Source: an optimization exercise on an open RTL-to-GDS flow (aim: small area and a short achievable clock period). Production flows keep margins and buffers that such runs may drop. Function was not checked in any run shown here: the RTL went through the layout flow alone.

==> flow/design.v (outline; a module is shown in full before it is edited, if it fits) <==
// module fir: 2292 lines
// module fir_fa: 6 lines
// module fir_ha: 6 lines
// module fir_bandstop: 12 lines
module fir_bandstop ( clk, in, out );
  // ...
==> flow/run.sh <==
#!/bin/bash
# synth_recipe.tcl (not shown) runs the flow's synth.tcl, then flattens the netlist and writes it again
# the make line also repeats each setting of config.mk as NAME=value (left out here)
make -C /OpenROAD-flow-scripts/flow DESIGN_CONFIG=/design/flow/config.mk WORK_HOME=/design/flow/orfs CLKGATE_MAP_FILE= SYNTH_SCRIPT=/design/flow/synth_recipe.tcl finish
==> flow/config.mk <==
export PLATFORM = sky130hd
export DESIGN_NAME = fir_bandstop
export DESIGN_NICKNAME = fir_bandstop
export VERILOG_FILES = /design/flow/design.v
export SDC_FILE = /design/flow/constraint.sdc
export NUM_CORES = 4
export LEC_CHECK = 0
export CAP_MARGIN = 20
export CORE_MARGIN = 2
export CORE_UTILIZATION = 50
export SLEW_MARGIN = 20
export SYNTH_HIERARCHICAL = 1
export SYNTH_MINIMUM_KEEP_SIZE = 0
==> flow/constraint.sdc <==
create_clock -name core_clock -period 12.0 [get_ports {clk}]
set_input_delay 2.4000 -clock core_clock [delete_from_list [all_inputs] [get_ports {clk}]]
set_output_delay 2.4000 -clock core_clock [all_outputs]
set_load 0.01 [all_outputs]
==> impl_metrics.toml, run 1 <==
[layout]
fill_cells = 9070
drive_above_1_share_pct = 8.698
seq_area_um2 = 19920
nNonClkBuffers = 194
clockNetworkAreaShare_pct = 6.034
fin_area_um2 = 64010

[setup_path]
end_kind = "flip-flop"
crit_cells = 11
cp_max_fo = 8

[timing]
grt_setup_unrepaired = "no"
slew_headroom_pct = 19.34
post-route-min-period_ps = 5206
finalMaxSlewViolations = 0
worst_slack_ps = 6794

[yosys]
synth_edf_count = 0
synth_top_family_by_area = "adder cells"
netlist_instances = 3826
synthDistinctLibCells = 79
synth_seq_cells = 995
yosysTopAreaCell = "fa_1"

[placement]
post-place-ws_ps = 6796
dpl.hpwl_mm = 142.0
place_area_um2 = 60120

[cts]
htree_levels = 3
cts-root-buf = "clkbuf_16"
post-cts-setup-buffers = 0
cts_tree = "done"

[hold_path]
hold_path.startpoint = "fir_bs_inst.r23[9]"

[global_route]
antenna_found_initial = 5
track_usage_pct = 29.79
met1_usage_pct = 40.66

[detailed_routing]
wl_met2_mm = 77.67
antenna_left = 0

[run_status]
status = "complete, no violations"

[floorplanning]
start_util_pct = 50.35
==> run 2, diff against run 1 <==
--- a/flow/config.mk
+++ b/flow/config.mk
@@ -5,9 +5,9 @@
 export SDC_FILE = /design/flow/constraint.sdc
 export NUM_CORES = 4
 export LEC_CHECK = 0
-export CAP_MARGIN = 20
+export CAP_MARGIN = 50
 export CORE_MARGIN = 2
 export CORE_UTILIZATION = 50
-export SLEW_MARGIN = 20
+export SLEW_MARGIN = 75
 export SYNTH_HIERARCHICAL = 1
 export SYNTH_MINIMUM_KEEP_SIZE = 0
==> impl_metrics.toml, run 2 <==
[run_status]
status = "complete, no violations"

[detailed_routing]
drt_first_pass_iters = 7
drcViolationCount = 0
wirelength_mm = 167.6
vias = 31080
viasPerCell = 5.358
drt_iter0_markers = 2454
wl_per_cell_um = 28.89
antenna_left = 0

[cts]
clock_path_buffers = 3
cts_buffers = 109
cts-root-buf = "clkbuf_16"
cts_sinks = 995
path_clk_slew_ps = 60
clkLatencyLatePin_ps = 700
htree_levels = 3
cts-resized-gates = 0
post-cts-setup-buffers = 0
cts_tree = "done"
ctsHoldBuffers = 0

[floorplanning]
die_h_um = 340.3
num_rows = 123
ios = 75
start_util_pct = 50.35
core_um2 = 112300
die_w_um = 340.3
die_area_um2 = 115800

[timing]
tns_ps = 0
max_freq_mhz = 197.5
worst_slack_ps = 6937
finalMaxSlewViolations = 0
grt_setup_unrepaired = "no"
fin_crit_sh_pct = 42.19
hold_viol = 0
post-route-min-period_ps = 5063
fin_skew_ps = 27.02
setup_viol = 0
fin_hold_ws_ps = 320.3

[layout]
area_growth_pct = 16.90
fin_util_pct = 58.86
largest_reg_flops = 34
final_cell_mix = "1,325 x fa_1, 916 x dfxtp_1, 330 x inv_1"
fill_cells = 8785
drive_above_1_share_pct = 15.64
final_common_cell = "fa_1"
nets = 5745
max_flop_register = "fir_bs_inst.y"

[setup_path]
worst_setup_path_start_kind = "flip-flop"
crit_required_ps = 12560
cp_max_fo = 8
arrival_ps = 5620
path_class = "flip-flop to flip-flop"
end_kind = "flip-flop"

[yosys]
yosysTopAreaCell = "fa_1"
synthDistinctLibCells = 79
synth.most_common_cell = "fa_1"
synth_top_area_share_pct = 47.14
yosysWarnings = 7
syn_avg_cell_area_um2 = 14.78
synth_edf_count = 0
ys_top_cells_by_area = "fa_1 47%, dfxtp_1 35%, ha_1 4.3%"
syn_area_um2 = 56560
synth_seq_cells = 995
synth-async-reset-ratio_pct = 0
synth_flop_cell = "dfxtp_1"
netlist_instances = 3826
synth_top_cells_by_count = "1,332 x fa_1, 995 x dfxtp_1, 336 x inv_1"
yosysSeqAreaShare_pct = 35.22

[global_route]
busiest_layer = "met2"
gr-total-overflow = 0
grt_pass1_wl_mm = 242.5
met1_usage_pct = 40.99
antenna_found_initial = 6
grt.met2_usage_pct = 47.97
track_usage_pct = 29.93
first_global_vias = 34860
grt_max_degree = 26
grtUsageMet3_pct = 5.217

[placement]
place.gp.congestion = 0.9503
port_buffers = 74
dpl.hpwl_mm = 143.7
post-place-ws_ps = 6960

[run]
cap_viol_max_count = 0

[hold_path]
holdCritPathClass = "flip-flop to flip-flop"
-- run 2: cell counts after synthesis --
No cell type changed its count.
-- run 2: layout make-up --
class / instances / area (um2) / area share [%]
Tap cell: 1500 / 1877 / 2.838
Clock inverter: 55 / 674.4 / 1.020
Sequential cell: 995 / 20120 / 30.43
Inverter: 336 / 1261 / 1.907
Multi-Input combinational cell: 2480 / 36720 / 55.54
Clock buffer: 151 / 3274 / 4.952
Antenna cell: 3 / 7.507 / 0.01135
Timing Repair Buffer: 281 / 2188 / 3.310
-- run 2: stage by stage --
stage / std cells / area (um2)
6_report: 5801 / 66120
5_1_grt: 5798 / 66110
4_1_cts: 5794 / 65950
3_5_place_dp: 5588 / 62000
3_3_place_gp: 5504 / 60070
2_1_floorplan: 3841 / 56620
-- run 2: layer usage --
| metal | vias up | routed length [um] | share of wire, % |
|---|---|---|---|
| met5 | - | 0 | 0 |
| met4 | 0 | 7467 | 4.5 |
| met3 | 361 | 11460 | 6.8 |
| met2 | 1180 | 77670 | 46 |
| met1 | 16560 | 71000 | 42 |
| li1 | 12990 | - | - |
-- run 2: kinds of logic after synthesis --
logic type	count (synthesis)	synth area share, %
AO/OA/AOI/OAI	433	5.145
buffers and inverters	366	2.615
AND/OR/NAND/NOR	334	2.942
multiplexers	3	0.05309
flip-flops	995	35.22
adder cells (fa/ha/maj)	1525	51.41
XOR/XNOR	168	2.601
other	2	0.01328
-- run 2: path summary, 6_finish.rpt --
| kind | from | to | slack (ps) | cells past startpoint |
|---|---|---|---|---|
| worst min register to register | fir_bs_inst.r23[2] | fir_bs_inst.r24[2] | 320 | 0 |
| worst max-delay path | fir_bs_inst.r0[0] | fir_bs_inst.q2_2235 | 6940 | 17 |
| worst max register to register | fir_bs_inst.r0[0] | fir_bs_inst.q2_2235 | 6940 | 17 |
| worst min-delay path | fir_bs_inst.r23[2] | fir_bs_inst.r24[2] | 320 | 0 |
-- run 2: modules after synthesis (local to each module, per instance) --
module | cell area (um2) | copies in the design | cells
fir | 29960 | 1 | 2482
fir_bandstop | 180.2 | 1 | 24
fir_fa | 20.02 | 1320 | 1
-- run 2: critical path, cell delays in order, from the launching register on --
cell	delay, ps
dfxtp_1	290
buf_4	210
ha_2	240
fa_2	390
a21oi_1	190
o21ai_1	140
o41ai_2	350
buf_1	180
clkdlybuf4s50_1	550
clkdlybuf4s25_1	290
o21ai_2	100
a31oi_1	200
nor2_1	60
o22ai_1	100
buf_4	250
fa_1	450
fa_1	430
fa_1	480

==> static timing again, ports no longer ideal <==
The flow's constraints put no driver on any port. The routed layouts listed below were extracted and timed again, unchanged, in two steps.
Step 1 (the two cells are an assumption about what drives the block):
set clk [get_ports {clk}]
set_driving_cell -lib_cell sky130_fd_sc_hd__clkbuf_16 $clk
set_driving_cell -lib_cell sky130_fd_sc_hd__buf_2 [delete_from_list [all_inputs] $clk]
Step 2 adds t to the input delays and takes it off the output delays; t is the mean of the earliest and latest rising clock arrival at the registers after step 1. Input paths then give back, and output paths get back, about the clock's delay inside the block.
a / b / c = no drivers / after step 1 / after step 2; a / b = the first two.
run | shift t [ns] | slack for setup (ns) | hold WS [ns] | worst register clock-pin slew, ns
run 1 | 0.777 | 6.794 / 6.794 / 6.794 | 0.322 / 0.322 / 0.322 | 0.07 / 0.07
run 2 | 0.766 | 6.937 / 6.937 / 6.937 | 0.320 / 0.320 / 0.320 | 0.07 / 0.07
After both steps every run listed still meets setup and hold.
